This design comes from an exercise in tuning for small area, a short achievable clock period and few clock cycles on the open sky130 flow, not from production work.
In this exercise RTL edits were held to simulation tests only and were not proved equivalent to the original.
Power and IR drop assume default switching activity.

## flow/config.mk

```make
export PLATFORM = sky130hd
export DESIGN_NAME = cpu
export DESIGN_NICKNAME = cpu
export VERILOG_FILES = /design/flow/design.v
export SDC_FILE = /design/flow/constraint.sdc
export NUM_CORES = 8
export LEC_CHECK = 0
export CAP_MARGIN = 20
export CORE_MARGIN = 2
export CORE_UTILIZATION = 40
export SLEW_MARGIN = 20
```

## flow/design.v

```verilog
`default_nettype none
`timescale 1ns / 1ns
module alu (
  input  wire [31:0] operand1,
  input  wire [31:0] operand2,
  input  wire [ 2:0] op_f3,
  input  wire        use_f3,
  input  wire        sub,
  input  wire        sra,
  output reg  [31:0] result,
  output wire [31:0] sum,
  output wire        eq,
  output wire        lt,
  output wire        ltu
);
  wire        do_sub = sub | (use_f3 & (op_f3 == 3'b010 || op_f3 == 3'b011));
  wire [32:0] addr   = {1'b0, operand1} + {1'b0, operand2 ^ {32{do_sub}}} + {32'd0, do_sub};
  assign sum = addr[31:0];
  assign eq  = (operand1 == operand2);
  assign ltu = ~addr[32];
  assign lt  = (operand1[31] == operand2[31]) ? addr[31] : operand1[31];
  wire        left = (op_f3 == 3'b001);
  reg  [31:0] sh_in;
  wire [31:0] sh_out;
  reg  [31:0] sh_rev;
  integer i;
  always @(*) begin
    for (i = 0; i < 32; i = i + 1)
      sh_in[i] = left ? operand1[31 - i] : operand1[i];
  end
  wire [32:0] sh_ext = {sra & operand1[31], sh_in};
  wire [32:0] sh_res = $signed(sh_ext) >>> operand2[4:0];
  assign sh_out = sh_res[31:0];
  always @(*) begin
    for (i = 0; i < 32; i = i + 1)
      sh_rev[i] = sh_out[31 - i];
  end
  always @(*) begin
    if (!use_f3)
      result = sum;
    else
      case (op_f3)
        3'b000: result = sum;
        3'b001: result = sh_rev;
        3'b010: result = {31'd0, lt};
        3'b011: result = {31'd0, ltu};
        3'b100: result = operand1 ^ operand2;
        3'b101: result = sh_out;
        3'b110: result = operand1 | operand2;
        default: result = operand1 & operand2;
      endcase
  end
endmodule
`default_nettype none
`timescale 1ns / 1ns
module register_file (
  input  wire        clk,
  input  wire        rst_n,
  input  wire        we,
  input  wire [ 4:0] rd,
  input  wire [ 4:0] rs1,
  input  wire [ 4:0] rs2,
  input  wire [31:0] rd_data,
  output wire [31:0] rs1_data,
  output wire [31:0] rs2_data
);
  reg [31:0] registers [1:31];
  reg [31:1] valid;
  always @(posedge clk)
    if (we && (rd != 5'd0))
      registers[rd] <= rd_data;
  always @(posedge clk or negedge rst_n)
    if (!rst_n)
      valid <= 31'd0;
    else if (we && (rd != 5'd0))
      valid[rd] <= 1'b1;
  wire v1 = (rs1 != 5'd0) && valid[rs1];
  wire v2 = (rs2 != 5'd0) && valid[rs2];
  assign rs1_data = v1 ? registers[rs1] : 32'd0;
  assign rs2_data = v2 ? registers[rs2] : 32'd0;
endmodule
`default_nettype none
`timescale 1ns / 1ns
module cpu (
  input  wire        clk,
  input  wire        rst_n,
  output wire [31:0] address,
  output reg  [31:0] write_data,
  input  wire [31:0] read_data,
  output wire        we,
  output wire        re,
  input  wire        mem_busy
);
  wire go = ~mem_busy;
  reg        s_data;       
  reg        s_dwr;        
  reg [29:0] fa;           
  reg [31:0] daddr;        
  assign address = s_data ? daddr : {fa, 2'b00};
  assign re      = ~(s_data & s_dwr) & go;
  assign we      = s_data & s_dwr & go;
  wire fetch = ~s_data;
  reg        m_ld, m_sbh;
  reg [ 4:0] m_rd;
  reg [ 2:0] m_f3;
  reg        w_ld, w_sbh;
  reg [ 4:0] w_rd;
  reg [ 2:0] w_f3;
  reg [ 1:0] w_off;
  wire m_rreq = s_data & ~s_dwr;    
  reg        r_v;          
  reg        ir_v;         
  reg [31:0] ir;
  reg [29:0] pc_d;         
  wire        d_v   = ir_v | r_v;
  wire [31:0] inst  = ir_v ? ir : read_data;
  wire [4:0] op     = inst[6:2];
  wire       i_u    = op[2] & op[0];                  
  wire       i_lui  = i_u & op[3];
  wire       i_jal  = op[1];
  wire       i_jalr = op[4] & ~op[1] & op[0];
  wire       i_br   = op[4] & ~op[0];
  wire       i_ld   = ~op[4] & ~op[3] & ~op[2];
  wire       i_st   = ~op[4] & op[3] & ~op[2];
  wire       i_opi  = ~op[4] & ~op[3] & op[2] & ~op[0];
  wire       i_op   = ~op[4] & op[3] & op[2] & ~op[0];
  wire [4:0] rs1 = inst[19:15];
  wire [4:0] rs2 = inst[24:20];
  wire [4:0] rd  = inst[11:7];
  wire [2:0] f3  = inst[14:12];
  wire use1 = ~(i_u | i_jal);
  wire use2 = i_op | i_br | i_st;
  wire wrd  = ~(i_br | i_st) & (rd != 5'd0);
  wire [31:0] imm_i = {{20{inst[31]}}, inst[31:20]};
  wire [31:0] imm_s = {{20{inst[31]}}, inst[31:25], inst[11:7]};
  wire [31:0] imm_u = {inst[31:12], 12'd0};
  wire [29:0] off_b = {{20{inst[31]}}, inst[7], inst[30:25], inst[11:9]};
  wire [29:0] off_j = {{12{inst[31]}}, inst[19:12], inst[20], inst[30:22]};
  wire [29:0] d_tgt  = pc_d + (i_jal ? off_j : off_b);
  wire [29:0] pc_d1  = pc_d + 30'd1;
  wire        d_pred = d_v & (i_jal | (i_br & inst[31]));
  wire [31:0] rf1, rf2;
  reg         w_wen;
  reg  [ 4:0] w_addr;
  reg  [31:0] w_data;
  register_file reg_file (
    .clk      (clk),
    .rst_n    (rst_n),
    .we       (w_wen),
    .rd       (w_addr),
    .rs1      (rs1),
    .rs2      (rs2),
    .rd_data  (w_data),
    .rs1_data (rf1),
    .rs2_data (rf2)
  );
  reg        e_v;
  reg [31:0] e_op1, e_op2, e_aux;
  reg [ 4:0] e_rd;         
  reg [ 2:0] e_f3;
  reg        e_usef3, e_sub, e_sra;
  reg        e_ld, e_sbh, e_sw, e_br, e_jalr, e_link, e_pred;
  wire        e_mem = e_ld | e_sbh | e_sw;
  wire [31:0] alu_res, alu_sum;
  wire        alu_eq, alu_lt, alu_ltu;
  alu alu_inst (
    .operand1 (e_op1),
    .operand2 (e_op2),
    .op_f3    (e_f3),
    .use_f3   (e_usef3),
    .sub      (e_sub),
    .sra      (e_sra),
    .result   (alu_res),
    .sum      (alu_sum),
    .eq       (alu_eq),
    .lt       (alu_lt),
    .ltu      (alu_ltu)
  );
  wire [31:0] e_res = e_link ? e_aux : alu_res;
  wire        e_wr  = (e_rd != 5'd0) & ~e_ld;     
  reg taken;
  always @(*) begin
    case (e_f3)
      3'b000:  taken = alu_eq;
      3'b001:  taken = ~alu_eq;
      3'b100:  taken = alu_lt;
      3'b101:  taken = ~alu_lt;
      3'b110:  taken = alu_ltu;
      default: taken = ~alu_ltu;
    endcase
  end
  wire mem_block = (m_rreq & m_sbh) | w_sbh;
  wire e_hold    = (e_wr & w_ld) | (e_mem & mem_block);
  wire e_adv     = e_v & ~e_hold;
  wire e_redir   = e_adv & ((e_br & (taken ^ e_pred)) | e_jalr);
  wire [29:0] e_tgt = e_jalr ? alu_sum[31:2] : e_aux[31:2];
  wire e_issue   = e_adv & e_mem;
  wire ld_e = e_v & e_ld;
  wire ld_m = m_rreq & m_ld;
  wire hz1  = use1 & (rs1 != 5'd0) &
              ((ld_e & (e_rd == rs1)) | (ld_m & (m_rd == rs1)) | (w_ld & (w_rd == rs1)));
  wire hz2  = use2 & (rs2 != 5'd0) &
              ((ld_e & (e_rd == rs2)) | (ld_m & (m_rd == rs2)) | (w_ld & (w_rd == rs2)));
  wire hz3  = wrd & ((ld_e & (e_rd == rd)) | (ld_m & (m_rd == rd)));
  wire fw1 = e_v & e_wr & (e_rd == rs1);
  wire fw2 = e_v & e_wr & (e_rd == rs2);
  wire [31:0] v1 = fw1 ? e_res : rf1;
  wire [31:0] v2 = fw2 ? e_res : rf2;
  wire e_free = ~e_v | e_adv;
  wire d_adv  = d_v & ~hz1 & ~hz2 & ~hz3 & e_free & ~e_redir;
  reg  [ 7:0] ld_b;
  wire [15:0] ld_h = w_off[1] ? read_data[31:16] : read_data[15:0];
  always @(*) begin
    case (w_off)
      2'b00:   ld_b = read_data[ 7: 0];
      2'b01:   ld_b = read_data[15: 8];
      2'b10:   ld_b = read_data[23:16];
      default: ld_b = read_data[31:24];
    endcase
  end
  wire [31:0] ld_val = w_f3[1] ? read_data :
                       w_f3[0] ? {{16{~w_f3[2] & ld_h[15]}}, ld_h} :
                                 {{24{~w_f3[2] & ld_b[7]}}, ld_b};
  reg [31:0] st_merge;
  always @(*) begin
    st_merge = read_data;
    if (w_f3[0]) begin
      if (w_off[1]) st_merge[31:16] = write_data[15:0];
      else          st_merge[15: 0] = write_data[15:0];
    end else begin
      case (w_off)
        2'b00:   st_merge[ 7: 0] = write_data[7:0];
        2'b01:   st_merge[15: 8] = write_data[7:0];
        2'b10:   st_merge[23:16] = write_data[7:0];
        default: st_merge[31:24] = write_data[7:0];
      endcase
    end
  end
  always @(*) begin
    if (w_ld) begin
      w_wen  = go;
      w_addr = w_rd;
      w_data = ld_val;
    end else begin
      w_wen  = go & e_adv & e_wr;
      w_addr = e_rd;
      w_data = e_res;
    end
  end
  wire drop  = ~d_adv & ir_v & r_v;                
  wire queue = d_adv & ir_v & r_v & ~d_pred;       
  wire kill  = e_redir | d_pred | drop;            
  wire ir_v_n = ~e_redir & (d_adv ? queue : d_v);
  wire ir_ld  = ~e_redir & (queue | (~d_adv & ~ir_v & r_v));
  always @(posedge clk or negedge rst_n) begin
    if (!rst_n) begin
      s_data <= 1'b0;
      s_dwr  <= 1'b0;
      fa     <= 30'h00001000;
      r_v    <= 1'b0;
      ir_v   <= 1'b0;
      e_v    <= 1'b0;
      m_ld   <= 1'b0;
      m_sbh  <= 1'b0;
      w_ld   <= 1'b0;
      w_sbh  <= 1'b0;
    end else if (go) begin
      if (w_sbh) begin
        s_data <= 1'b1;
        s_dwr  <= 1'b1;
      end else if (e_issue) begin
        s_data <= 1'b1;
        s_dwr  <= e_sw;
      end else begin
        s_data <= 1'b0;
        s_dwr  <= 1'b0;
      end
      if (e_issue) begin
        m_ld  <= e_ld;
        m_sbh <= e_sbh;
      end
      w_ld  <= m_rreq & m_ld;
      w_sbh <= m_rreq & m_sbh;
      if (e_redir)
        fa <= e_tgt;
      else if (d_pred)
        fa <= d_tgt;
      else if (drop)
        fa <= pc_d1;
      else if (fetch)
        fa <= fa + 30'd1;
      r_v  <= fetch & ~kill;
      ir_v <= ir_v_n;
      e_v  <= (e_v & e_hold) | d_adv;
    end
  end
  always @(posedge clk) begin
    if (go) begin
      if (e_issue) begin
        daddr      <= alu_sum;
        write_data <= e_aux;
        m_rd       <= e_rd;
        m_f3       <= e_f3;
      end else if (w_sbh) begin
        write_data <= st_merge;
      end
      w_rd  <= m_rd;
      w_f3  <= m_f3;
      w_off <= daddr[1:0];
      if (ir_ld)
        ir <= read_data;
      pc_d <= ir_v_n ? (queue ? pc_d1 : pc_d) : fa;
      if (e_free) begin
        e_op1   <= i_lui ? 32'd0 : (i_u | i_jal) ? {pc_d, 2'b00} : v1;
        e_op2   <= (i_op | i_br) ? v2 : i_u ? imm_u : i_st ? imm_s : imm_i;
        e_aux   <= i_st ? v2 : (i_jal | i_jalr | (i_br & inst[31])) ? {pc_d1, 2'b00} : {d_tgt, 2'b00};
        e_rd    <= wrd ? rd : 5'd0;
        e_f3    <= f3;
        e_usef3 <= i_op | i_opi;
        e_sub   <= (i_op & inst[30] & (f3 == 3'b000)) | i_br;
        e_sra   <= (i_op | i_opi) & inst[30];
        e_ld    <= i_ld;
        e_sbh   <= i_st & (f3[1:0] != 2'b10);
        e_sw    <= i_st & (f3[1:0] == 2'b10);
        e_br    <= i_br;
        e_jalr  <= i_jalr;
        e_link  <= i_jal | i_jalr;
        e_pred  <= inst[31];
      end
    end
  end
endmodule
```

## flow/run.sh

```bash
#!/bin/bash
# synth_recipe.tcl (not shown) runs the flow's synth.tcl, then flattens the netlist and writes it again
# the make line also repeats each setting of config.mk as NAME=value (left out here)
make -C /OpenROAD-flow-scripts/flow DESIGN_CONFIG=/design/flow/config.mk WORK_HOME=/design/flow/orfs CLKGATE_MAP_FILE= SYNTH_SCRIPT=/design/flow/synth_recipe.tcl finish
```

## flow/constraint.sdc

```tcl
create_clock -name core_clock -period 10.0 [get_ports {clk}]
set_input_delay 2.0000 -clock core_clock [delete_from_list [all_inputs] [get_ports {clk}]]
set_output_delay 2.0000 -clock core_clock [all_outputs]
set_load 0.01 [all_outputs]
```

==> results of run 1 <==
==> layer usage <==
layer  up-vias  track usage, %  wire length, um
met5         -               0               59
met4        10            19.3            22100
met3       963            7.71            41100
met2      4944            48.3           140000
met1     33804            45.6           130000
li1      29225               -                -
==> cell type report <==
cell class	instances	area share, %
Inverter	131	0.613
Multi-Input combinational cell	5987	40.8
Antenna cell	9	0.0265
Timing Repair Buffer	315	3.25
Clock inverter	68	0.698
Tap cell	2511	3.69
Clock buffer	202	4.82
Sequential cell	1318	46.1
==> kinds of logic after synthesis <==
family                   Yosys count  synth area share, %
adder cells (fa/ha/maj)          144                 2.38
buffers and inverters            765                 3.87
multiplexers                     261                 4.56
AO/OA/AOI/OAI                   1490                 13.6
XOR/XNOR                         185                 2.14
AND/OR/NAND/NOR                 3907                 22.0
flip-flops                      1318                 51.4
==> power breakdown <==
part / switching, mW / internal [mW]
registers: 1.35 / 8.11
clock network: 2.41 / 3.03
logic: 10.2 / 4.22
total: 13.9 / 15.4
==> flip-flops by register name, summed over array words and instances, names as in the netlist, 2 cells and up <==
name and count:
e_op2 32, e_op1 32, pc_d 30, w_rd 5
e_f3 3, m_f3 3, w_off 2, e_aux 32
w_f3 3, write_data 32, fa 30, reg_file.registers 992
m_rd 5, ir 30, daddr 32, e_rd 5
reg_file.valid 31
==> worst reg2reg max path, stage by stage (launching register included) <==
cell and delay, ns:
edfxtp_1 0.35, buf_4 0.29, a31oi_4 0.26, buf_4 0.46, xnor2_1 0.16, ha_1 0.36
and3_1 0.24, and3_1 0.22, a221o_1 0.39, a211oi_1 0.56, a311oi_1 0.26, o31a_1 0.37
nor2_1 0.13, xnor2_1 0.35, a221oi_1 0.22, a21oi_1 0.80, nor2_1 0.17, a21oi_4 0.78
==> synth_stat cells (all sizes together) (20+ instances only) <==
cell    number  area [um2]
a211oi      49         378
a21o        41         308
a21oi      339        1700
a22oi       22         165
a311oi     341        2990
a31oi       88         551
and2        25         156
and3       152         951
buf        161         683
clkbuf     473        1780
dfrtp       69        1730
edfxtp    1248       37500
ha         142        1780
inv        128         480
mux2        71         807
mux2i      130        1320
mux4        60        1350
nand2     2251        8450
nand3      944        4730
nand4       28         175
nor2       342        1280
nor2b       20         125
nor3        57         290
nor4        21         138
o211ai      96         721
o21a        27         203
o21ai      232        1160
o21bai      42         315
o221ai      33         289
o22ai       23         144
o31ai       26         205
xnor2      129        1130
xor2        55         482
==> path summary, 6_finish.rpt <==
check,slack (ns),end,cells past startpoint
max,2.95,fa[23]$_DFFE_PN0P_,15
min,0.43,w_f3[1]$_DFFE_PN_,0
max reg2reg,3.22,reg_file.registers[8][26]$_DFFE_PP_,17
min reg2reg,0.43,w_f3[1]$_DFFE_PN_,0
max in group asynchronous,7.70,s_data$_DFFE_PN0N_,2
min in group asynchronous,1.06,fa[18]$_DFFE_PN0P_,1
==> metrics.yaml, run 1 <==
run_status:
  status: "no timing/DRC/antenna violations"
timing:
  fmax_mhz: 142
  fin_skew_ns: 0.0441
  fin_ws_ns: 2.95
  fin_tns_setup_ns: 0
  slew-limit-headroom_pct: 7.42
  drv_slew: 0
  whs_ns: 0.428
  rsz0062_at_grt: "no"
  fin_crit_ns: 7.05
  hold_viol_final: 0
  finalCritPeriodShare_pct: 70.5
  worst_pin_slew_ns: 1.37
  setup_viol: 0
cts:
  clock_sinks: 1318
  path_clk_slew_ns: 0.06
  cts_buffers: 153
  cts_setup_buffers: 0
  cts-root-buf: "clkbuf_16"
  htreeDepth: 4
  post_cts_resized: 0
  clkLatencyLatePin_ns: 0.84
  cts_tree: "built"
  cts_hold_buf: 0
  cts_buffer_depth: 3
route:
  ant_nets: 0
  wl_um: 333000
  wire_per_inst_um: 31.6
  vias: 68946
  drcViolationCount: 0
  post_drt_via_cell_ratio: 6.54
  dr.first_iter.drc_count: 11654
  firstDrtPassIters: 6
pwr:
  ir_drop_mv: 0.185
  powerDensity_mw_per_mm2: 344
  leakage_nw: 30.7
  total_power_mw: 29.3
placement:
  place_area_mm2: 0.0804
  dp.cells: 10261
  place.gp.congestion: 1.03
  dp_hpwl_um: 211000
  io_buffers: 100
  detailedPlace.worstSlack_ns: 2.30
critical_path:
  critical_path_arrival_ns: 7.75
  critical_path.top_delay_family: "buffers and inverters"
  startpoint: "read_data[17]"
  crit_path_max_incr_delay_ns: 0.91
  critPathMaxFanout: 52
  worstSetupPathType: "in -> reg"
  reg2reg_from: "e_usef3$_DFFE_PP_"
  path_cells: "clkdlybuf4s50_1, mux2i_4, buf_4, xnor2_1, nor4_1, a2bb2oi_1, a21oi_1, nor4b_4, nand4_1, o31a_1, buf_4, o41ai_4, buf_4, a21oi_1, a22o_1"
  crit_path_start_kind: "primary input"
  crit_slowest_cell: "mux2i_4"
  end_kind: "flop"
  path_buf_inv: 4
  critPathRequiredTime_ns: 10.70
  crit_top_cell: "buf_4"
cells_and_area:
  stdcell_area_mm2: 0.0851
  final_common_cell: "nand2_1"
  nets: 8085
  final_cell_mix: "nand2_1, edfxtp_1, nand3_1"
  seq_area_mm2: 0.0392
  drive_above_1_share_pct: 8.30
  layoutNonFillerInstCount: 10541
  syn_to_final_growth_pct: 11.7
  multi_input_area_mm2: 0.0348
  fillerInstances: 17763
  fin_util_pct: 44.9
floorplanning:
  placement_rows: 160
  pin_count: 101
  initial_utilization_pct: 40.2
  die_w_um: 441
  die_y_um: 441
  die_area_mm2: 0.194
  core-area_mm2: 0.190
yosys:
  syn_avg_cell_area_um2: 9.45
  synth_cell_types: 97
  ys_warn_count: 3
  ys_seq_elements: 1318
  synthArstFlopShare_pct: 5.31
  synth_cells: 8070
  syn_nets: 8249
  syn_area_mm2: 0.0763
  dominantRegCellSynth: "edfxtp_1"
  synth_edf_count: 1248
  seq_area_frac_synth_pct: 51.4
global_routing:
  grt_max_degree: 161
  gr-usage-all-layers_pct: 33.3
  grt_first_pass_wirelength_um: 469000
  overflow: 0
  grt_pass1_vias: 63164
  antenna_found_initial: 17
flow_run:
  maxCapViolCount: 0
worst_hold_path:
  min_from: "m_f3[1]$_DFFE_PP_"
  hp-class: "reg -> reg"
Testbench counts, summed over its fixed seeds: cycles 151,969.
==> inputs of run 2 (changes only) <==
--- a/flow/config.mk
+++ b/flow/config.mk
@@ -9,3 +9,4 @@
 export CORE_MARGIN = 2
 export CORE_UTILIZATION = 40
+export SETUP_SLACK_MARGIN = 5
 export SLEW_MARGIN = 20
==> run 2 against run 1 <==
Compared with the run above: still clean on timing, DRC and antenna; hold slack worse by 0.0052 ns; maximum frequency up 35%; via count up 4.7%; critical path depth up 8; cell count up 2.8%; critical path type is now reg -> reg; critical endpoint is now reg_file.registers[7][29]$_DFFE_PP_.
==> metrics.yaml, run 2 <==
yosys:
  syn_avg_cell_area_um2: 9.45  # unchanged
  seq_area_frac_synth_pct: 51.4  # unchanged
  yosys-top-cells-area: "edfxtp_1, nand2_1, nand3_1, a311oi_1, ha_1"
  synth_cells: 8070  # unchanged
  synth_top_area_share_pct: 49.1  # unchanged
  ys_warn_count: 3  # unchanged
  synth_edf_count: 1248  # unchanged
  synth_cell_types: 97  # unchanged
  syn_area_mm2: 0.0763  # unchanged
  ys_seq_elements: 1318  # unchanged
  ys_top_cells_by_count: "nand2_1, edfxtp_1, nand3_1, clkbuf_1, nor2_1"
  synth_top_area_cell: "edfxtp_1"
  dominantRegCellSynth: "edfxtp_1"
  synthArstFlopShare_pct: 5.31  # unchanged
  syn_nets: 8249  # unchanged
  synth_most_common_cell: "nand2_1"
critical_path:
  r2r_cells: 23  # +6
  critPathMaxFanout: 15  # -71%
  crit_path_max_incr_delay_ns: 0.44  # -0.47 ns
  critical_path_arrival_ns: 5.89  # -1.86 ns
  path_cells: "inv_2, buf_12, a31oi_4, buf_12, buf_6, xnor2_4, ha_4, and3_4, a2111o_1, and2_4, o311a_4, buf_6, a31oi_4, buf_4, o21ai_4, a31oi_4, xnor2_4, a211oi_4, a21oi_4, nor2_2, a21oi_4, buf_12, bufbuf_16"
  r2r_end: "reg_file.registers[7][29]$_DFFE_PP_"
  critPathRequiredTime_ns: 10.67  # -0.03 ns
  worstSetupPathType: "reg -> reg"
  reg2reg_from: "e_f3[2]$_DFFE_PP_"
  end_kind: "flop"
  crit_path_start_kind: "flop"
  crit_slowest_cell: "a2111o_1"
  cp-endpoint: "reg_file.registers[7][29]$_DFFE_PP_"
  rrSetupSlack_ns: 4.77  # +1.55 ns
  startpoint: "e_f3[2]$_DFFE_PP_"
placement:
  place.gp.congestion: 1.02  # -0.97%
  place_area_mm2: 0.0808  # +0.52%
  io_buffers: 100  # unchanged
  dp_hpwl_um: 214000  # +1.4%
  dp.cells: 10260  # -0.0097%
floorplanning:
  die_w_um: 441  # unchanged
  placement_rows: 160  # unchanged
  core-area_mm2: 0.190  # unchanged
  pin_count: 101  # unchanged
  initial_utilization_pct: 40.2  # unchanged
  die_area_mm2: 0.194  # unchanged
  die_y_um: 441  # unchanged
cells_and_area:
  drive_above_1_share_pct: 15.3  # +7.0 points
  stdcell_area_mm2: 0.0914  # +7.3%
  fillerInstances: 17382  # -2.1%
  layoutNonFillerInstCount: 10837  # +2.8%
  fin_util_pct: 48.2  # +3.3 points
  final_cell_mix: "nand2_1, edfxtp_1, nand3_1"
  nets: 8375  # +3.6%
  regMostFlops: "reg_file.registers"
  syn_to_final_growth_pct: 19.8
  largest_reg_flops: 992  # unchanged
  final_common_cell: "nand2_1"
pwr:
  powerDensity_mw_per_mm2: 361  # +4.9%
  p_seq_share_pct: 28.7  # -3.6 points
  p_sw_share_pct: 47.3  # -0.29 points
  leakage_nw: 33.3  # +8.5%
  power_switching_mw: 15.6  # +12%
  p_comb_share_pct: 54.7  # +5.6 points
  p_int_mw: 17.4  # +13%
  clockPowerShare_pct: 16.6  # -2.0 points
  ir_drop_mv: 0.247  # +34%
global_routing:
  grt_pass1_vias: 65340  # +3.4%
  grt_first_pass_wirelength_um: 507000  # +8.1%
  gr-usage-all-layers_pct: 36.6  # +3.3 points
  antenna_found_initial: 17  # unchanged
  overflow: 0  # unchanged
  grt_max_degree: 133  # -17%
timing:
  drv_slew: 0  # unchanged
  setup_viol: 0  # unchanged
  fmax_mhz: 191  # +35%
  fin_crit_ns: 5.23  # -1.82 ns
  whs_ns: 0.423  # -0.00518 ns
  slew-limit-headroom_pct: 24.9  # +18 points
  worst_pin_slew_ns: 1.13  # -0.248 ns
  finalCritPeriodShare_pct: 52.3  # -18 points
  hold_viol_final: 0  # unchanged
  rsz0062_at_grt: "yes"
  fin_skew_ns: 0.0384  # -0.00568 ns
  fin_tns_setup_ns: 0  # unchanged
worst_hold_path:
  hp-class: "reg -> reg"
cts:
  cts-root-buf: "clkbuf_16"
  clkLatencyLatePin_ns: 0.84  # about the same
  cts_tree: "built"
  cts_buffers: 151  # -1.3%
  clock_sinks: 1318  # unchanged
  cts_buffer_depth: 3  # unchanged
  cts_hold_buf: 0  # unchanged
  htreeDepth: 4  # unchanged
  path_clk_slew_ns: 0.06  # about the same
route:
  wl_um: 369000  # +11%
  drcViolationCount: 0  # unchanged
  ant_nets: 0  # unchanged
  dr.first_iter.drc_count: 12373  # +6.2%
  firstDrtPassIters: 9  # +3
  wire_per_inst_um: 34.0  # +7.8%
  vias: 72178  # +4.7%
  post_drt_via_cell_ratio: 6.66  # +1.8%
flow_run:
  maxCapViolCount: 0  # unchanged
run_status:
  status: "no timing/DRC/antenna violations"
[run 2: power groups by stage]
stage,clock network (mW),logic [mW],registers (mW)
global route,5.71,18.6,9.40
global placement,0,14.2,9.45
finish,5.48,18.0,9.47
CTS,5.50,16.4,9.35
detailed placement,0,14.3,9.44
floorplan,0,8.51,8.61
[run 2: how the worst min path moves through the flow]
stage / start / endpoint / slack (ns) / cells past startpoint
floorplan: m_f3[0]$_DFFE_PP_ / w_f3[0]$_DFFE_PN_ / 0.40 / 0
global placement: m_f3[1]$_DFFE_PP_ / w_f3[1]$_DFFE_PN_ / 0.40 / 0
detailed placement: m_f3[1]$_DFFE_PP_ / w_f3[1]$_DFFE_PN_ / 0.41 / 0
CTS: m_f3[2]$_DFFE_PP_ / w_f3[2]$_DFFE_PN_ / 0.42 / 0
global route: m_f3[2]$_DFFE_PP_ / w_f3[2]$_DFFE_PN_ / 0.43 / 0
finish: m_f3[2]$_DFFE_PP_ / w_f3[2]$_DFFE_PN_ / 0.42 / 0
[run 2: layout make-up]
type / instances / area [um2] / share of cell area [%]
sequential: 1318 / 39200 / 42.9
timing repair buffer: 575 / 6370 / 6.97
multi-input combinational: 6012 / 37200 / 40.8
antenna: 11 / 27.5 / 0.0301
tap: 2511 / 3140 / 3.44
clock inverter: 78 / 672 / 0.735
timing repair inverter: 7 / 60.1 / 0.0657
inverter: 131 / 569 / 0.623
clock buffer: 194 / 4080 / 4.46
[run 2: per-stage QoR]
stage / setup WS [ns] / total power, mW
detailed placement: 2.53 / 23.7
global placement: 2.53 / 23.7
CTS: 4.76 / 31.2
finish: 4.77 / 33.0
global route: 4.77 / 33.7
floorplan: 4.39 / 17.1
[run 2: repair_timing]
item                                     CTS  global route
gates cloned                              48             8
endpoints found under the setup margin  1443          1036
endpoints found under the hold margin      0             0
pin swaps                                 72            75
setup buffers                            162            75
resized for setup                        371           193
[run 2: metal layers]
metal | vias up | track usage [%] | part of all wire, %
met5 | - | 0 | 0.028
met4 | 16 | 23.3 | 7.6
met3 | 1220 | 10.4 | 14
met2 | 5819 | 51.5 | 41
met1 | 35251 | 49.4 | 37
li1 | 29872 | - | -
[run 2: critical path: cells and delay by family (launching register included)]
family	cells	cell delay (ns)
buffers and inverters	8	1.23
adders and majority gates	1	0.28
AOI/OAI and AO/OA	9	2.18
DFF	1	0.40
xor gates and xnor gates	2	0.50
and+or+nand+nor	3	0.45
[run 2: kinds of logic (layout without fill, tap and decap cells)]
kind of cell | after synthesis | count (layout) | synth area share, %
AO/OA/AOI/OAI | 1490 | 1499 | 13.6
XOR/XNOR | 185 | 185 | 2.14
adder cells (fa/ha/maj) | 144 | 144 | 2.38
buffers and inverters | 765 | 985 | 3.87
flip-flops | 1318 | 1318 | 51.4
multiplexers | 261 | 277 | 4.56
other | 0 | 11 | 0
AND/OR/NAND/NOR | 3907 | 3907 | 22.0
==> inputs of run 3 (changes only) <==
--- a/flow/config.mk
+++ b/flow/config.mk
@@ -9,4 +9,4 @@
 export CORE_MARGIN = 2
 export CORE_UTILIZATION = 40
-export SETUP_SLACK_MARGIN = 5
+export SETUP_SLACK_MARGIN = 3
 export SLEW_MARGIN = 20
==> run 3 against run 2 <==
Compared with the run above: register-to-register slack worse by 1.5 ns; sequential share of layout area up 3.1 points; core utilization down 3.2 points; global-route usage is 3.5 points lower; wire length down 11%; clock power increased by 0.7%; synthesized cell count did not move; critical path type unchanged.
==> metrics.yaml, run 3 <==
run_status:
  status: "no timing/DRC/antenna violations"
pwr:
  ir_drop_mv: 0.242  # -2.1%
  powerDensity_mw_per_mm2: 344  # -4.7%
  leakage_nw: 30.8  # -7.4%
yosys:
  synth_cell_types: 97  # unchanged
  ys_seq_elements: 1318  # unchanged
  syn_avg_cell_area_um2: 9.45  # unchanged
  synth_most_common_cell: "nand2_1"
  synthArstFlopShare_pct: 5.31  # unchanged
  dominantRegCellSynth: "edfxtp_1"
  synth_cells: 8070  # unchanged
  syn_nets: 8249  # unchanged
  syn_area_mm2: 0.0763  # unchanged
  synth_top_area_cell: "edfxtp_1"
  synth_top_area_share_pct: 49.1  # unchanged
  seq_area_frac_synth_pct: 51.4  # unchanged
  ys_warn_count: 3  # unchanged
  ys_top_cells_by_count: "nand2_1, edfxtp_1, nand3_1, clkbuf_1, nor2_1"
  yosys-top-cells-area: "edfxtp_1, nand2_1, nand3_1, a311oi_1, ha_1"
  synth_edf_count: 1248  # unchanged
cts:
  clock_sinks: 1318  # unchanged
  path_clk_slew_ns: 0.06  # about the same
  cts_buffers: 150  # -0.66%
  cts_buffer_depth: 3  # unchanged
  cts_tree: "built"
  cts_setup_buffers: 0  # -100%
  cts-root-buf: "clkbuf_16"
  clkLatencyLatePin_ns: 0.81  # -0.03 ns
  post_cts_resized: 0  # -100%
  cts_hold_buf: 0  # unchanged
  htreeDepth: 4  # unchanged
floorplanning:
  core-area_mm2: 0.190  # unchanged
  pin_count: 101  # unchanged
  initial_utilization_pct: 40.2  # unchanged
  die_y_um: 441  # unchanged
  die_w_um: 441  # unchanged
  die_area_mm2: 0.194  # unchanged
  placement_rows: 160  # unchanged
global_routing:
  grt_pass1_vias: 63417  # -2.9%
  antenna_found_initial: 19  # +2
  overflow: 0  # unchanged
  grt_first_pass_wirelength_um: 467000  # -7.9%
  gr-usage-all-layers_pct: 33.1  # -3.5 points
  grt_max_degree: 144  # +8.3%
timing:
  drv_slew: 0  # unchanged
  fin_crit_ns: 6.77  # +1.55 ns
  fin_tns_setup_ns: 0  # unchanged
  hold_viol_final: 0  # unchanged
  slew-limit-headroom_pct: 14.9  # -10 points
  fin_skew_ns: 0.0274  # -0.0110 ns
  setup_viol: 0  # unchanged
  finalCritPeriodShare_pct: 67.7  # +15 points
  fin_ws_ns: 3.23  # -1.55 ns
  worst_pin_slew_ns: 1.28  # +0.150 ns
  rsz0062_at_grt: "no"
  fmax_mhz: 148  # -23%
route:
  vias: 68809  # -4.7%
  dr.first_iter.drc_count: 11030  # -11%
  ant_nets: 0  # unchanged
  wire_per_inst_um: 31.2  # -8.3%
  drcViolationCount: 0  # unchanged
  firstDrtPassIters: 6  # -3
  wl_um: 329000  # -11%
  post_drt_via_cell_ratio: 6.52  # -2.1%
cells_and_area:
  stdcell_area_mm2: 0.0853  # -6.6%
  fin_util_pct: 45.0  # -3.2 points
  regMostFlops: "reg_file.registers"
  final_common_cell: "nand2_1"
  final_cell_mix: "nand2_1, edfxtp_1, nand3_1"
  nets: 8096  # -3.3%
  layoutNonFillerInstCount: 10551  # -2.6%
  syn_to_final_growth_pct: 11.9
  drive_above_1_share_pct: 8.55  # -6.7 points
  largest_reg_flops: 992  # unchanged
critical_path:
  critPathRequiredTime_ns: 10.46  # -0.21 ns
  worstSetupPathType: "reg -> reg"
  crit_top_cell: "buf_4"
  path_cells: "inv_1, buf_4, a31oi_4, buf_4, xnor2_1, ha_1, a21o_1, a2111o_1, and2_1, o311a_1, nand3_2, nand2_1, xnor3_1, a21o_1, a211oi_4, buf_4, o2111a_1, buf_4"
  critical_path_arrival_ns: 7.23  # +1.34 ns
  crit_path_max_incr_delay_ns: 0.81  # +0.37 ns
  critPathMaxFanout: 31  # +16
  end_kind: "flop"
  crit_slowest_cell: "a211oi_4"
  path_buf_inv: 5  # -3
  crit_path_start_kind: "flop"
  critical_path.top_delay_family: "compound AO/OA/AOI/OAI gates"
placement:
  detailedPlace.worstSlack_ns: 2.57  # +0.0347 ns
  dp_hpwl_um: 208000  # -3.0%
  place_area_mm2: 0.0805  # -0.43%
  dp.cells: 10276  # +0.16%
  io_buffers: 100  # unchanged
  place.gp.congestion: 1.06  # +3.5%
worst_hold_path:
  hp-class: "reg -> reg"
flow_run:
  maxCapViolCount: 0  # unchanged
run 3: per-layer routing:
layer	vias up	global-route usage, %	wire, um
met5	-	0	108
met4	16	18.0	20100
met3	892	7.95	41700
met2	4977	48.1	139000
met1	33695	45.5	128000
li1	29229	-	-
run 3: layout make-up:
cell class	instances	area [um2]
Fill cell	17808	104000
Clock buffer	204	4120
Tap cell	2511	3140
Clock inverter	68	701
Multi-Input combinational cell	5987	34800
Sequential cell	1318	39200
Timing Repair Buffer	329	2830
Antenna cell	3	7.51
Inverter	131	522
run 3: cells by family after synthesis:
family	count (synthesis)	synth area share [%]
adders and majority gates	144	2.38
and+or+nand+nor	3907	22.0
AOI/OAI and AO/OA	1490	13.6
buffers and inverters	765	3.87
muxes	261	4.56
xor gates and xnor gates	185	2.14
DFF	1318	51.4
run 3: worst paths after layout:
| kind | startpoint | end | slack, ns | cells past startpoint |
|---|---|---|---|---|
| min in group asynchronous | rst_n | fa[25]$_DFFE_PN0P_ | 1.15 | 1 |
| worst max-delay path | e_f3[2]$_DFFE_PP_ | ir[3]$_DFFE_PP_ | 3.23 | 18 |
| worst min-delay path | m_f3[2]$_DFFE_PP_ | w_f3[2]$_DFFE_PN_ | 0.43 | 0 |
| worst min register to register | m_f3[2]$_DFFE_PP_ | w_f3[2]$_DFFE_PN_ | 0.43 | 0 |
| max in group asynchronous | rst_n | s_data$_DFFE_PN0N_ | 7.71 | 2 |
| worst max register to register | e_f3[2]$_DFFE_PP_ | ir[3]$_DFFE_PP_ | 3.23 | 18 |
run 3: per-stage QoR:
stage               power [mW]  hold WS, ns
floorplan                 16.8        0.400
global placement          23.2        0.403
detailed placement        23.3        0.418
CTS                       28.8        0.425
global route              30.2        0.440
finish                    29.3        0.427
run 3: worst reg2reg max path, cell delays in order, from the launching register on:
cell and delay [ns]:
edfxtp_1 0.63, inv_1 0.08, buf_4 0.27, a31oi_4 0.17
buf_4 0.45, xnor2_1 0.20, ha_1 0.30, a21o_1 0.21
a2111o_1 0.43, and2_1 0.20, o311a_1 0.44, nand3_2 0.18
nand2_1 0.11, xnor3_1 0.28, a21o_1 0.25, a211oi_4 0.81
buf_4 0.40, o2111a_1 0.52, buf_4 0.46
run 3: report_power, final:
part,total (mW),internal (mW),switching (mW)
Clock,5.52,3.14,2.38
Sequential,9.41,8.11,1.30
Combinational,14.4,4.28,10.1
==> inputs of run 4 (changes only) <==
--- a/flow/design.v
+++ b/flow/design.v
@@ -6,5 +6,5 @@
   input  wire [ 2:0] op_f3,
   input  wire        use_f3,
-  input  wire        sub,
+  input  wire        sub,       
   input  wire        sra,
   output reg  [31:0] result,
@@ -14,5 +14,5 @@
   output wire        ltu
 );
-  wire        do_sub = sub | (use_f3 & (op_f3 == 3'b010 || op_f3 == 3'b011));
+  wire        do_sub = sub;
   wire [32:0] addr   = {1'b0, operand1} + {1'b0, operand2 ^ {32{do_sub}}} + {32'd0, do_sub};
   assign sum = addr[31:0];
@@ -75,8 +75,24 @@
     else if (we && (rd != 5'd0))
       valid[rd] <= 1'b1;
-  wire v1 = (rs1 != 5'd0) && valid[rs1];
-  wire v2 = (rs2 != 5'd0) && valid[rs2];
-  assign rs1_data = v1 ? registers[rs1] : 32'd0;
-  assign rs2_data = v2 ? registers[rs2] : 32'd0;
+  wire [31:1] sel1, sel2;
+  genvar g;
+  generate
+    for (g = 1; g < 32; g = g + 1) begin : dec
+      assign sel1[g] = (rs1 == g) & valid[g];
+      assign sel2[g] = (rs2 == g) & valid[g];
+    end
+  endgenerate
+  reg [31:0] r1, r2;
+  integer k;
+  always @(*) begin
+    r1 = 32'd0;
+    r2 = 32'd0;
+    for (k = 1; k < 32; k = k + 1) begin
+      r1 = r1 | ({32{sel1[k]}} & registers[k]);
+      r2 = r2 | ({32{sel2[k]}} & registers[k]);
+    end
+  end
+  assign rs1_data = r1;
+  assign rs2_data = r2;
 endmodule
 `default_nettype none
@@ -318,5 +334,5 @@
         e_f3    <= f3;
         e_usef3 <= i_op | i_opi;
-        e_sub   <= (i_op & inst[30] & (f3 == 3'b000)) | i_br;
+        e_sub   <= (i_op & inst[30] & (f3 == 3'b000)) | i_br | ((i_op | i_opi) & (f3[2:1] == 2'b01));
         e_sra   <= (i_op | i_opi) & inst[30];
         e_ld    <= i_ld;
--- a/flow/config.mk
+++ b/flow/config.mk
@@ -9,4 +9,4 @@
 export CORE_MARGIN = 2
 export CORE_UTILIZATION = 40
-export SETUP_SLACK_MARGIN = 3
+export SETUP_SLACK_MARGIN = 5
 export SLEW_MARGIN = 20
==> run 4 against run 3 <==
Compared with the run above: critical path depth shrank 5; non-clock buffer count grew 71; clock skew grew 0.038 ns; clock power grew 1%; via count shrank 10%; first-iteration DRC count grew 31%; combinational power shrank 24%; synthesized cell count shrank 31%; flip-flop and latch count is the same; sequential share of layout area grew 3.1 points; register-to-register slack gained 1.7 ns; critical path type is now in -> reg; critical endpoint is now e_op1[27]$_SDFFCE_PP0P_; largest cell class unchanged.
==> metrics.yaml, run 4 <==
run_status:
  status: "no timing/DRC/antenna violations"
floorplanning:
  die_w_um: 418  # -5.2%
  die_area_mm2: 0.174  # -10%
  placement_rows: 151  # -5.6%
  die_y_um: 418  # -5.2%
  pin_count: 101  # unchanged
  core-area_mm2: 0.170  # -11%
  initial_utilization_pct: 40.3  # +0.15 points
yosys:
  syn_avg_cell_area_um2: 12.3  # +30%
  ys_top_cells_by_count: "edfxtp_1, nand2_1, clkbuf_1, a22oi_1, a22o_1"
  yosys-top-cells-area: "edfxtp_1, a22o_1, a221oi_1, a22oi_1, dfrtp_1"
  synth_most_common_cell: "edfxtp_1"
  synth_cells: 5583  # -31%
  ys_warn_count: 3  # unchanged
  synth_top_area_share_pct: 54.8  # +5.6 points
  synth_cell_types: 107  # +10%
  ys_seq_elements: 1318  # unchanged
  seq_area_frac_synth_pct: 57.3  # +5.9 points
  synth_top_area_cell: "edfxtp_1"
  synth_edf_count: 1248  # unchanged
  dominantRegCellSynth: "edfxtp_1"
  synthArstFlopShare_pct: 5.31  # unchanged
  syn_area_mm2: 0.0684  # -10%
  syn_nets: 5758  # -30%
cells_and_area:
  fin_util_pct: 47.1  # +2.1 points
  syn_to_final_growth_pct: 16.7
  largest_reg_flops: 992  # unchanged
  final_cell_mix: "edfxtp_1, nand2_1, a22oi_1"
  nets: 5874  # -27%
  layoutNonFillerInstCount: 8044  # -24%
  drive_above_1_share_pct: 17.2  # +8.6 points
  regMostFlops: "reg_file.registers"
  final_common_cell: "edfxtp_1"
timing:
  fin_tns_setup_ns: 0  # unchanged
  drv_slew: 0  # unchanged
  worst_pin_slew_ns: 1.23  # -0.0469 ns
  fin_skew_ns: 0.0653  # +0.0379 ns
  fin_ws_ns: 4.80  # +1.58 ns
  finalCritPeriodShare_pct: 52.0  # -16 points
  hold_viol_final: 0  # unchanged
  fin_crit_ns: 5.20  # -1.58 ns
  rsz0062_at_grt: "yes"
  slew-limit-headroom_pct: 17.2  # +2.3 points
  fmax_mhz: 192  # +30%
  setup_viol: 0  # unchanged
route:
  dr.first_iter.drc_count: 14494  # +31%
  ant_nets: 0  # unchanged
  wire_per_inst_um: 45.5  # +46%
  wl_um: 366000  # +11%
  firstDrtPassIters: 12  # +6
  post_drt_via_cell_ratio: 7.68  # +18%
  vias: 61760  # -10%
  drcViolationCount: 0  # unchanged
pwr:
  leakage_nw: 27.4  # -11%
  powerDensity_mw_per_mm2: 322  # -6.3%
  ir_drop_mv: 0.235  # -2.8%
  total_power_mw: 25.7  # -12%
global_routing:
  overflow: 0  # unchanged
  grt_max_degree: 70  # -51%
  grt_util_met1_pct: 47.8  # +2.3 points
  grt_first_pass_wirelength_um: 486000  # +4.2%
  grtUsageMet2_pct: 57.7  # +9.5 points
  busiest_layer: "met2"
  grt_pass1_vias: 57197  # -9.8%
  use_met3_pct: 17.1  # +9.2 points
  gr-usage-all-layers_pct: 40.6  # +7.4 points
  antenna_found_initial: 17  # -2
critical_path:
  r2r_cells: 11  # -7
  critPathMaxFanout: 24  # -23%
  worstSetupPathType: "in -> reg"
  critical_path_arrival_ns: 5.83  # -1.40 ns
  crit_path_start_kind: "primary input"
  critPathRequiredTime_ns: 10.64  # +0.18 ns
  end_kind: "flop"
flow_run:
  maxCapViolCount: 0  # unchanged
placement:
  dp_hpwl_um: 230000  # +11%
  io_buffers: 100  # unchanged
  detailedPlace.worstSlack_ns: 2.93  # +0.367 ns
  dp.cells: 7693  # -25%
  place.gp.congestion: 1.01  # -4.2%
cts:
  htreeDepth: 4  # unchanged
  clkLatencyLatePin_ns: 0.82  # about the same
  cts_buffers: 142  # -5.3%
  clock_sinks: 1318  # unchanged
  cts_tree: "built"
  cts_buffer_depth: 3  # unchanged
  cts_hold_buf: 0  # unchanged
  path_clk_slew_ns: 0.06  # about the same
  cts-root-buf: "clkbuf_16"
worst_hold_path:
  whs_path_depth: 0  # unchanged
  hp-class: "reg -> reg"
[run 4: changes by cell type after synthesis, sizes merged, moves of 71 or more]
cell | previous run | this run
a21oi | 339 | 234
nand4 | 28 | 150
nand3 | 944 | 139
clkbuf | 473 | 340
nand2 | 2251 | 349
a221oi | 19 | 316
a22oi | 22 | 322
a22o | 18 | 315
buf | 161 | 90
a311oi | 341 | 4
[run 4: timing repair]
action | 4_1_cts | 5_1_grt
endpoints found under the hold margin | 0 | 0
endpoints found under the setup margin | 914 | 615
cloned | 5 | 2
gates resized for setup | 217 | 126
pin swaps | 22 | 30
setup buffers | 51 | 22
[run 4: report_power, final]
group          internal [mW]  switching, mW
Sequential              8.07           1.19
Clock                   3.17           2.42
Combinational           3.44           7.43
[run 4: final timing paths]
path,from,end,slack [ns]
min reg2reg,m_f3[0]$_DFFE_PP_,w_f3[0]$_DFFE_PN_,0.42
max,read_data[15],e_op1[27]$_SDFFCE_PP0P_,4.80
min in group asynchronous,rst_n,reg_file.valid[23]$_DFFE_PN0P_,1.06
max reg2reg,e_f3[0]$_DFFE_PP_,reg_file.registers[29][6]$_DFFE_PP_,4.90
max in group asynchronous,rst_n,ir_v$_DFFE_PN0N_,7.57
min,m_f3[0]$_DFFE_PP_,w_f3[0]$_DFFE_PN_,0.42
[run 4: per-stage QoR]
stage	instance area, um2	hold slack [ns]
finish	79900	0.422
global placement	72700	0.401
floorplan	68500	0.400
global route	79800	0.425
CTS	79100	0.419
detailed placement	72800	0.406
[run 4: cells by family (layout without fill, tap and decap cells)]
kind of cell,Yosys count,after routing,share of synthesized area (%)
flops,1318,1318,57.3
compound gates,1881,1885,20.5
buf+inv,561,785,3.36
simple gates,1232,1233,8.66
xor+xnor,190,190,2.43
fa+ha+maj,140,140,2.58
mux,261,261,5.14
other cells,0,14,0
[run 4: layout make-up]
| type | count | area, um2 |
|---|---|---|
| Antenna cell | 14 | 35.0 |
| Clock buffer | 161 | 3670 |
| Clock inverter | 96 | 1230 |
| Fill cell | 15129 | 89800 |
| Inverter | 128 | 490 |
| Multi-Input combinational cell | 3709 | 28800 |
| Sequential cell | 1318 | 39200 |
| Tap cell | 2218 | 2780 |
| Timing Repair Buffer | 400 | 3610 |
[run 4: routing by layer]
| metal | routed length, um | vias to the layer above |
|---|---|---|
| li1 | - | 22875 |
| met1 | 120000 | 29799 |
| met2 | 149000 | 6925 |
| met3 | 58700 | 2136 |
| met4 | 38600 | 25 |
| met5 | 311 | - |
[run 4: critical path, cell delays in order]
cell and delay (ns):
dlygate4sd2_1 0.51, inv_1 0.28, o32a_1 0.41, nor2_1 0.28, and3_2 0.59, buf_8 0.44
a22o_1 0.22, a221oi_1 0.05, nand4_1 0.16, nor3_1 0.07, buf_4 0.15, nor2_2 0.32
a221o_1 0.26
Testbench counts of run 4, summed over its fixed seeds: cycles 151,969.
==> inputs of run 5 (changes only) <==
--- a/flow/design.v
+++ b/flow/design.v
@@ -65,9 +65,19 @@
   output wire [31:0] rs2_data
 );
-  reg [31:0] registers [1:31];
-  reg [31:1] valid;
-  always @(posedge clk)
-    if (we && (rd != 5'd0))
-      registers[rd] <= rd_data;
+  reg  [31:1] valid;
+  wire [31:1] sel1, sel2;
+  wire [31:0] q [1:31];
+  genvar g, b;
+  generate
+    for (g = 1; g < 32; g = g + 1) begin : r
+      reg [31:0] x;
+      always @(posedge clk)
+        if (we && (rd == g))
+          x <= rd_data;
+      assign q[g]    = x;
+      assign sel1[g] = (rs1 == g) & valid[g];
+      assign sel2[g] = (rs2 == g) & valid[g];
+    end
+  endgenerate
   always @(posedge clk or negedge rst_n)
     if (!rst_n)
@@ -75,24 +85,36 @@
     else if (we && (rd != 5'd0))
       valid[rd] <= 1'b1;
-  wire [31:1] sel1, sel2;
-  genvar g;
   generate
-    for (g = 1; g < 32; g = g + 1) begin : dec
-      assign sel1[g] = (rs1 == g) & valid[g];
-      assign sel2[g] = (rs2 == g) & valid[g];
+    for (b = 0; b < 32; b = b + 1) begin : p
+      wire [31:1] col;
+      for (g = 1; g < 32; g = g + 1) begin : c
+        assign col[g] = q[g][b];
+      end
+      rf_rdbit u1 (.s(sel1), .d(col), .q(rs1_data[b]));
+      rf_rdbit u2 (.s(sel2), .d(col), .q(rs2_data[b]));
     end
   endgenerate
-  reg [31:0] r1, r2;
-  integer k;
-  always @(*) begin
-    r1 = 32'd0;
-    r2 = 32'd0;
-    for (k = 1; k < 32; k = k + 1) begin
-      r1 = r1 | ({32{sel1[k]}} & registers[k]);
-      r2 = r2 | ({32{sel2[k]}} & registers[k]);
+endmodule
+module rf_rdbit (
+  input  wire [31:1] s,
+  input  wire [31:1] d,
+  output wire        q
+);
+  wire [10:0] n;
+  genvar i;
+  generate
+    for (i = 0; i < 10; i = i + 1) begin : g
+      rf_aoi3 u (.s0(s[3*i+1]), .d0(d[3*i+1]), .s1(s[3*i+2]), .d1(d[3*i+2]),
+                 .s2(s[3*i+3]), .d2(d[3*i+3]), .y(n[i]));
     end
-  end
-  assign rs1_data = r1;
-  assign rs2_data = r2;
+  endgenerate
+  assign n[10] = ~(s[31] & d[31]);
+  assign q = ~&n;
+endmodule
+module rf_aoi3 (
+  input  wire s0, d0, s1, d1, s2, d2,
+  output wire y
+);
+  assign y = ~((s0 & d0) | (s1 & d1) | (s2 & d2));
 endmodule
 `default_nettype none
--- a/flow/config.mk
+++ b/flow/config.mk
@@ -11,2 +11,3 @@
 export SETUP_SLACK_MARGIN = 5
 export SLEW_MARGIN = 20
+export SYNTH_HIERARCHICAL = 1
==> run 5 against run 4 <==
Compared with the run above: register-to-register slack lost 0.03 ns; critical endpoint is now pc_d[8]$_DFFE_PP_; setup slack got worse by 0.027 ns; area after synthesis down 2.9%; critical path depth down 2; sequential share of layout area grew 0.23 points; core utilization grew 1.1 points; die area is 2.9% lower; combinational power is 13% lower; global-route usage shrank 5.3 points; still clean on timing, DRC and antenna; wire length shrank 14%; highest routed layer unchanged; count of clock-buffer cells in the layout increased by 13; clock power shrank 6.1%.
==> metrics.yaml, run 5 <==
run_status:
  status: "no timing/DRC/antenna violations"
critical_path:
  path_cells: "clkdlybuf4s50_1, mux2i_1, nor2_2, buf_6, a211o_1, a21oi_1, nor2_4, nand2_1, a31o_4, buf_4, mux2_2"
  crit_path_start_kind: "primary input"
  rrSetupSlack_ns: 4.87  # -0.03 ns
  crit_path_max_incr_delay_ns: 0.69  # +0.10 ns
  r2r_cells: 23  # +12
  end_kind: "flop"
  critical_path_arrival_ns: 5.78  # -0.05 ns
  reg2reg_from: "e_op1[3]$_SDFFCE_PP0P_"
  critPathRequiredTime_ns: 10.55  # -0.09 ns
  critPathMaxFanout: 34  # +42%
  crit_slowest_cell: "clkdlybuf4s50_1"
  worstSetupPathType: "in -> reg"
  r2r_end: "fa[25]$_DFFE_PN0P_"
pwr:
  p_int_mw: 13.5  # -8.2%
  powerDensity_mw_per_mm2: 290  # -9.9%
  p_seq_share_pct: 36.2  # +0.2 points
  p_sw_share_pct: 41.5  # -1.4 points
  power_switching_mw: 9.58  # -13%
  clockPowerShare_pct: 22.8  # +1.1 points
  ir_drop_mv: 0.193  # -18%
  leakage_nw: 27.4  # about the same
  p_comb_share_pct: 41.0  # -1.3 points
cells_and_area:
  regMostFlops: "reg_file.r.x"
  fillerInstances: 14475  # -4.3%
  syn_to_final_growth_pct: 19.6
  largest_reg_flops: 992  # unchanged
  nets: 5724  # -2.6%
  drive_above_1_share_pct: 18.8  # +1.6 points
  final_common_cell: "edfxtp_1"
  final_cell_mix: "edfxtp_1, a222oi_1, nand2_1"
yosys:
  ys_warn_count: 9  # +6
  ys_top_cells_by_count: "edfxtp_1, a222oi_1, nand2_1, nor2_1, a21oi_1"
  syn_area_mm2: 0.0664  # -2.9%
  synth_edf_count: 1248  # unchanged
  syn_nets: 5300  # -8.0%
  synth_cells: 5123  # -8.2%
  seq_area_frac_synth_pct: 59.0  # +1.7 points
  synth_top_area_cell: "edfxtp_1"
  dominantRegCellSynth: "edfxtp_1"
  synthArstFlopShare_pct: 5.31  # unchanged
  ys_seq_elements: 1318  # unchanged
  synth_top_area_share_pct: 56.4  # +1.6 points
  yosys-top-cells-area: "edfxtp_1, a222oi_1, ha_1, dfrtp_1, mux2i_1"
  synth_cell_types: 101  # -5.6%
  syn_avg_cell_area_um2: 13.0  # +5.8%
  synth_most_common_cell: "edfxtp_1"
timing:
  fin_ws_ns: 4.78  # -0.0273 ns
  finalCritPeriodShare_pct: 52.2  # +0.27 points
  drv_slew: 0  # unchanged
  hold_viol_final: 0  # unchanged
  rsz0062_at_grt: "yes"
  slew-limit-headroom_pct: 19.5  # +2.3 points
  fin_skew_ns: 0.0845  # +0.0192 ns
  setup_viol: 0  # unchanged
  worst_pin_slew_ns: 1.18  # -0.0469 ns
  fin_crit_ns: 5.22  # +0.0273 ns
  fmax_mhz: 191  # -0.52%
  fin_tns_setup_ns: 0  # unchanged
route:
  wire_per_inst_um: 40.0  # -12%
  vias: 57598  # -6.7%
  dr.first_iter.drc_count: 15660  # +8.0%
  ant_nets: 0  # unchanged
  wl_um: 314000  # -14%
  post_drt_via_cell_ratio: 7.33  # -4.5%
  drcViolationCount: 0  # unchanged
  firstDrtPassIters: 29  # +17
cts:
  cts-root-buf: "clkbuf_16"
  htreeDepth: 4  # unchanged
  path_clk_slew_ns: 0.06  # about the same
  cts_buffer_depth: 3  # unchanged
  clock_sinks: 1318  # unchanged
  clkLatencyLatePin_ns: 0.82  # about the same
  cts_tree: "built"
  cts_buffers: 142  # unchanged
placement:
  detailedPlace.worstSlack_ns: 2.41  # -0.527 ns
  dp_hpwl_um: 199000  # -13%
  place.gp.congestion: 1.05  # +3.6%
  io_buffers: 100  # unchanged
flow_run:
  maxCapViolCount: 0  # unchanged
floorplanning:
  placement_rows: 149  # -1.3%
  initial_utilization_pct: 40.3  # -0.069 points
  die_w_um: 412  # -1.5%
  pin_count: 101  # unchanged
  core-area_mm2: 0.165  # -2.8%
  die_y_um: 412  # -1.5%
  die_area_mm2: 0.169  # -2.9%
global_routing:
  antenna_found_initial: 23  # +6
  gr-usage-all-layers_pct: 35.2  # -5.3 points
  grt_max_degree: 65  # -7.1%
  overflow: 0  # unchanged
  grt_first_pass_wirelength_um: 419000  # -14%
  grt_pass1_vias: 52435  # -8.3%
worst_hold_path:
  whs_path_depth: 0  # unchanged
  hp-class: "reg -> reg"
  holdPathEnd: "w_f3[1]$_DFFE_PN_"
  min_from: "m_f3[1]$_DFFE_PP_"
## run 5: final cells by class
type                       count  area [um2]  share of cell area (%)
sequential                  1318       39200                    49.4
multi-input combinational   3461       27800                    34.9
timing repair buffer         467        4560                    5.74
clock buffer                 174        3690                    4.65
tap                         2189        2740                    3.45
clock inverter                79         867                    1.09
inverter                     157         607                   0.764
antenna                       10        25.0                  0.0315
## run 5: per-layer routing
layer	GRT usage, %	up-vias	wire length (um)
li1	-	22669	-
met1	43.5	28057	106000
met4	22.7	12	27600
met3	12.3	1300	47700
met5	0.0283	-	75
met2	52.4	5560	132000
## run 5: per-module statistics from Yosys (local to each module, per instance)
module,copies in the design,flip-flops and latches
register_file,1,1023
rf_aoi3,640,0
alu,1,0
rf_rdbit,64,0
cpu,1,295
## run 5: cells by family after synthesis
kind of cell	after synthesis	share of synthesized area [%]
AO/OA/AOI/OAI	1606	19.5
flip-flops	1318	59.0
AND/OR/NAND/NOR	1233	9.02
buffers and inverters	359	2.21
multiplexers	276	4.99
XOR/XNOR	189	2.53
adder cells (fa/ha/maj)	142	2.70
## run 5: critical path: cells and delay by family
family                 cells  cell delay [ns]
and+or+nand+nor            3             0.61
AOI/OAI and AO/OA          3             1.05
buffers and inverters      3             1.11
muxes                      2             0.97
## run 5: worst max path at each step
stage / from / to / cells past startpoint
floorplan: e_op2[3]$_DFFE_PP_ / pc_d[0]$_DFFE_PP_ / 21
global placement: read_data[24] / e_op2[24]$_DFFE_PP_ / 11
detailed placement: read_data[24] / e_op2[24]$_DFFE_PP_ / 11
CTS: read_data[5] / pc_d[19]$_DFFE_PP_ / 11
global route: e_sub$_DFFE_PP_ / fa[8]$_DFFE_PN0P_ / 24
finish: read_data[5] / pc_d[8]$_DFFE_PP_ / 11
## run 5: power by group through the flow
stage	clock, mW	sequential [mW]	combinational [mW]
4_1_cts	5.25	8.29	8.69
3_5_place_dp	0	8.40	8.06
2_1_floorplan	0	8.03	4.43
3_3_place_gp	0	8.40	8.03
5_1_grt	5.49	8.34	9.68
6_report	5.25	8.35	9.45
## run 5: metrics by stage
stage	power (mW)	cell area, um2	hold WS [ns]	utilization [%]	std cells
finish	23.1	79500	0.421	48.2	7855
global route	23.5	79500	0.433	48.2	7845
CTS	22.2	78100	0.419	47.4	7767
detailed placement	16.5	71300	0.406	43.2	7397
global placement	16.4	71200	0.404	43.2	7396
floorplan	12.5	66500	0.400	-	5123
## run 5: timing repair
item	CTS	global route
hold buffers	0	0
gates resized for setup	305	149
setup buffers	99	67
endpoints found under the setup margin	1026	657
gates cloned	18	9
pin swaps	94	90
Testbench counts of run 5, summed over its fixed seeds: cycles 151,969.

## what the ideal ports hide
The results above use ideal ports. As a check the final layouts listed here were re-extracted and re-timed, cells and wires unchanged. Step 1, drivers: a clkbuf_16 drives clk and a buf_2 each remaining input, both assumed. Step 2 moves the port delays by t, midway between the first and last clock arrival at a register: inputs arrive t later, outputs are due t later. That takes back most of the time a late clock gives input paths. Slacks: ideal / step 1 / step 2; pairs: ideal / step 1.
run	t, ns	slack for setup (ns)	hold WS [ns]	latest minus earliest clock arrival (ns)	worst data-port slew with drivers (ns)
run 1	0.901	2.950 / 3.008 / 2.107	0.428 / 0.428 / 0.428	0.045 / 0.044	0.06
run 2	0.905	4.773 / 4.773 / 4.030	0.423 / 0.423 / 0.423	0.040 / 0.039	0.08
run 3	0.889	3.228 / 3.228 / 2.451	0.427 / 0.427 / 0.427	0.035 / 0.035	0.04
run 4	0.877	4.803 / 4.873 / 3.995	0.422 / 0.422 / 0.422	0.066 / 0.065	0.16
run 5	0.857	4.776 / 4.831 / 3.974	0.421 / 0.421 / 0.421	0.084 / 0.085	0.04
After both steps every run listed still meets setup and hold. The setup slack of run 1, which loses most, moves by +0.058 ns with the drivers and by -0.843 ns with both steps.
